This is an optimization exercise on Yosys and OpenROAD, whose aim is small area, a short achievable clock period and few clock cycles, not a production implementation.
Function was checked by simulation only, so behaviour that the tests miss may differ from the original.
No activity file was given, so power comes from the tool's default toggle rates.

## tinyqv_top
module tinyqv_top (
    input         clk,
    input         rst_n,
    output [27:0] data_addr,
    output  [1:0] data_write_n,
    output  [1:0] data_read_n,
    output [31:0] data_out,
    input         data_ready,
    input  [31:0] data_in,
    input   [3:0] spi_data_in,
    output  [3:0] spi_data_out,
    output  [3:0] spi_data_oe,
    output        spi_clk_out,
    output        spi_flash_select,
    output        spi_ram_a_select,
    output        spi_ram_b_select
);
Size in the first run: about 1400 flip-flops, ~83000 um^2 of cells after synthesis.
export LEC_CHECK = 0
export ABC_AREA = 1
export CAP_MARGIN = 20
export CORE_MARGIN = 2
export CORE_UTILIZATION = 40
export CTS_CLUSTER_DIAMETER = 60
export CTS_CLUSTER_SIZE = 25
export SLEW_MARGIN = 20
create_clock -name core_clock -period 15.0 [get_ports {clk}]
standard.sh (not shown) runs the stock make flow with config.mk's settings and CLKGATE_MAP_FILE= SYNTH_SCRIPT=/design/flow/synth_recipe.tcl, a recipe that flattens the netlist after the stock synthesis.
==> flow/flow/run.sh <==
#!/bin/bash
# The standard layout (standard.sh: standard synthesis, then ORFS to
# finish at the design's clock period and constraints), with clock tree
# synthesis told not to add dummy loads for balancing, and timing repair
# aiming for 9 ns of setup slack.
set -e
export CTS_ARGS="-sink_clustering_enable -repair_clock_nets -sink_clustering_size 25 -sink_clustering_max_diameter 60 -dont_use_dummy_load"
export SETUP_SLACK_MARGIN=9
bash standard.sh > standard.log 2>&1
Testbench counts at the start, summed over its fixed seeds: cycles 547,246.
Change:
--- a/flow/design.v
+++ b/flow/design.v
@@ -380,14 +380,15 @@
     wire redirect;                       
     wire [23:1] redirect_target;
     wire [23:1] pc_next  = pc_d + {21'd0, instr_len_de};
     wire [CB-1:1] h_d   = pc_d[CB-1:1];
     wire [14:CB]  tag_d = pc_d[14:CB];
     wire [14:CB]  tag_d1 = tag_d + 1'b1;
-    reg  [CB-1:0] hf0;
-    wire [CB-1:0] hf1   = hf0 + 1'b1;
+    wire [1:0]    step  = ibuf_valid ? instr_len_de : 2'd0;
+    wire [CB-1:0] hf0   = {1'b0, h_d} + {{(CB-2){1'b0}}, step};
+    wire [CB-1:0] hf1   = {1'b0, h_d} + {{(CB-2){1'b0}}, step} + 1'b1;
     wire [14:CB]  tag_f0 = hf0[CB-1] ? tag_d1 : tag_d;
     wire [14:CB]  tag_f1 = hf1[CB-1] ? tag_d1 : tag_d;
     wire [CB-1:2] idx_o = hf0[CB-2:1];
     wire [CB-1:2] idx_e = hf1[CB-2:1];
     wire          swap  = hf0[0];
     wire [15:0] hw_e = cache_e[idx_e];
@@ -409,19 +410,12 @@
             if (redirect)    pc_d <= redirect_target;
             else if (accept) pc_d <= predict_de ? target_de : pc_next;
             if (redirect || (accept && predict_de)) ibuf_valid <= 1'b0;
             else if (accept || !ibuf_valid)         ibuf_valid <= valid_f;
         end
     end
-    wire [CB-1:0] hf0_fill = {1'b0, hf0[CB-2:0]} + {{(CB-2){1'b0}}, valid_f ? (instr_f[1:0] == 2'b11 ? 2'd2 : 2'd1) : 2'd0};
-    always @(posedge clk) begin
-        if (!rstn)                        hf0 <= {CB{1'b0}};
-        else if (redirect)                hf0 <= {1'b0, redirect_target[CB-1:1]};
-        else if (accept && predict_de)    hf0 <= {1'b0, target_de[CB-1:1]};
-        else if (accept || !ibuf_valid)   hf0 <= hf0_fill;
-    end
     always @(posedge clk)
         if (accept || !ibuf_valid) ibuf <= instr_f;
     localparam F_IDLE = 2'd0;    
     localparam F_REQ  = 2'd1;    
     localparam F_RUN  = 2'd2;    
     reg [1:0]  fstate;
The changed run went through all stages and came out clean; core utilization fell by 0.16 points; global-route usage fell by 0.48 points; first-iteration DRC count rose by 2.0%; power fell by 4.6%; clock skew rose by 0.012 ns; synthesized cell count rose by 0.94%; area after synthesis hardly moves; critical path depth rose by 13; routed wire length fell by 1.1%; combinational power fell by about 3%.
Testbench counts after the change, summed over its fixed seeds: cycles 547,246.

## main
Another version of the RTL of tinyqv_top (not shown whole).
Size in the first run: ~10000 cells after synthesis, ~1400 flip-flops, about 120 I/O pins, ~84000 sq um of cells after synthesis.
Settings: LEC_CHECK=0, ABC_AREA=1, CAP_MARGIN=20, CORE_MARGIN=2, CORE_UTILIZATION=40, CTS_CLUSTER_DIAMETER=60, CTS_CLUSTER_SIZE=25, SLEW_MARGIN=20; clock period 15.0 ns.
run.sh (not shown) runs the stock make flow with config.mk's settings and CLKGATE_MAP_FILE= SYNTH_SCRIPT=/design/flow/synth_recipe.tcl, a recipe that flattens the netlist after the stock synthesis.
Stock flow here: none of the scripts above is used.
main went all the way through synthesis, placement and routing and the layout is clean on timing, DRC and antenna.
Testbench counts of main, summed over its fixed seeds: cycles 547,246.
> inputs changed (main -> the feature branch)
--- a/flow/design.v
+++ b/flow/design.v
@@ -365,18 +365,23 @@
         .mem_op(mem_op_de),
         .rs1(rs1_de),
         .rs2(rs2_de),
         .rd(rd_de),
         .additional_mem_ops(additional_mem_ops_de),
         .mem_op_increment_reg(mem_op_increment_reg_de)
     );
     wire accept;                         
-    wire [23:1] target_de = pc_d + imm_de[23:1];
-    wire predict_de = is_jal_de || (is_branch_de && imm_de[31]);
+    wire [23:1] offset_de = (ibuf[1:0] == 2'b11) ?
+        (ibuf[3] ? {{4{ibuf[31]}}, ibuf[19:12], ibuf[20], ibuf[30:21]} :                       
+                   {{12{ibuf[31]}}, ibuf[7], ibuf[30:25], ibuf[11:8]}) :                       
+        (ibuf[14] ? {{16{ibuf[12]}}, ibuf[6:5], ibuf[2], ibuf[11:10], ibuf[4:3]} :             
+                    {{13{ibuf[12]}}, ibuf[8], ibuf[10:9], ibuf[6], ibuf[7], ibuf[2], ibuf[11], ibuf[5:3]});  
+    wire [23:1] target_de = pc_d + offset_de;
+    wire predict_de = is_jal_de || (is_branch_de && offset_de[23]);
     wire redirect;                       
     wire [23:1] redirect_target;
     wire [23:1] pc_next  = pc_d + {21'd0, instr_len_de};
     wire [CB-1:1] h_d   = pc_d[CB-1:1];
     wire [14:CB]  tag_d = pc_d[14:CB];
     wire [14:CB]  tag_d1 = tag_d + 1'b1;
     wire [1:0]    step  = ibuf_valid ? instr_len_de : 2'd0;
     wire [CB-1:0] hf0   = {1'b0, h_d} + {{(CB-2){1'b0}}, step};
@@ -409,20 +414,20 @@
         end
     end
     always @(posedge clk)
         if (accept || !ibuf_valid) ibuf <= instr_f;
     localparam F_IDLE = 2'd0;    
     localparam F_REQ  = 2'd1;    
     localparam F_RUN  = 2'd2;    
     reg [1:0]  fstate;
-    reg [23:1] stream_addr;
+    reg [14:1] stream_addr;              
     wire [15:0] hw_d = pc_d[1] ? cache_o[pc_d[CB-1:2]] : cache_e[pc_d[CB-1:2]];
     wire fetch_miss = !ibuf_valid && !(hit0_d && (hw_d[1:0] != 2'b11 || hit1_d));
-    wire [23:1] miss_addr = hit0_d ? pc_d2 : pc_d;
+    wire [14:1] miss_addr = hit0_d ? pc_d2[14:1] : pc_d[14:1];
     wire [14:1] stream_ahead = stream_addr[14:1] - pc_d[14:1];
     always @(posedge clk) begin
         if (!rstn) begin
             fstate <= F_IDLE;
         end else begin
             case (fstate)
                 F_IDLE: if (fetch_miss) begin
                             fstate <= F_REQ;
@@ -431,17 +436,17 @@
                 F_REQ:  if (instr_fetch_started) fstate <= F_RUN;
                 default: begin
                     if (fetch_miss && stream_addr != miss_addr) begin
                         fstate <= F_REQ;
                         stream_addr <= miss_addr;
                     end else if (instr_fetch_stopped) begin
                         fstate <= F_IDLE;
                     end else if (instr_ready) begin
-                        stream_addr <= stream_addr + 23'd1;
+                        stream_addr <= stream_addr + 14'd1;
                     end
                 end
             endcase
         end
     end
     wire cache_write = fstate == F_RUN && instr_ready;
     always @(posedge clk) begin
         if (cache_write) begin
@@ -456,17 +461,17 @@
             if (cache_tag[stream_addr[CB-1:LB]] != stream_addr[14:CB]) begin
                 cache_tag[stream_addr[CB-1:LB]] <= stream_addr[14:CB];
                 cache_v[{stream_addr[CB-1:LB], {(LB-1){1'b0}}} +: (1 << (LB-1))] <= {{((1 << (LB-1))-1){1'b0}}, 1'b1} << stream_addr[LB-1:1];
             end else begin
                 cache_v[stream_addr[CB-1:1]] <= 1'b1;
             end
         end
     end
-    assign instr_addr = stream_addr;
+    assign instr_addr = {9'd0, stream_addr};
     assign instr_fetch_restart = fstate == F_REQ;
     assign instr_fetch_stall = fstate == F_RUN && stream_ahead >= LIM;
     reg        e_valid;
     reg is_load, is_store, is_alu, is_lui, is_branch, is_jalr, is_jal, is_mul, is_czero, e_sub;
     reg [3:0] alu_op;
     reg [2:0] mem_op;
     reg [3:0] rs2, rd;
     reg [2:0] additional_mem_ops;
==> run notes <==
Cell with the largest stage delay on the worst path: sky130_fd_sc_hd__fa_4 -> the feature branch, sky130_fd_sc_hd__fa_2 -> main
From main to the feature branch the numbers moved as follows: portion of the clock cycle consumed by the worst path in the final layout lost 0.38 points; relative contribution of sequential cells to total power shows an increase of 0.9 points; shortest clock period the worst path allows after layout down 0.057 ns; final worst-path setup slack higher.
Between main and the feature branch, the flow reports maximum achievable frequency increasing slightly.
When the feature branch is set beside main, its cell area after technology mapping turns out to be 1.1% smaller.
[the feature branch] total power fell 4.7% relative to main
Testbench counts of the feature branch, summed over its fixed seeds: cycles 547,246.

==> separate check: timing with driven ports <==
No port has a modelled driver above. Below, the same layouts with a new extraction and two added sets of constraints. Step 1: set_driving_cell puts a clkbuf_16 on clk and a buf_2 on each other input, an assumption about the parent block. Step 2 also shifts input and output timing later by t, the mid clock arrival at the registers, as if the neighbouring blocks saw the same clock. Slacks: ideal ports / drivers / drivers and shift; pairs: ideal ports / drivers.
| run | shift t [ns] | setup WS [ns] | latest minus earliest clock arrival (ns) | slew at the worst register clock pin (ns) | worst slew at a driven data input, ns |
|---|---|---|---|---|---|
| the first run of note 1 | 0.870 | 9.236 / 9.154 / 9.534 | 0.094 / 0.094 | 0.09 / 0.09 | 0.07 |
| the second run of note 1 | 0.852 | 9.236 / 9.236 / 9.236 | 0.107 / 0.106 | 0.10 / 0.10 | 0.07 |
| main | 0.894 | 9.004 / 9.004 / 9.004 | 0.086 / 0.086 | 0.10 / 0.10 | 0.06 |
| the feature branch | 0.885 | 9.061 / 9.061 / 9.061 | 0.064 / 0.064 | 0.10 / 0.10 | 0.07 |
After both steps every run listed still meets setup and hold.
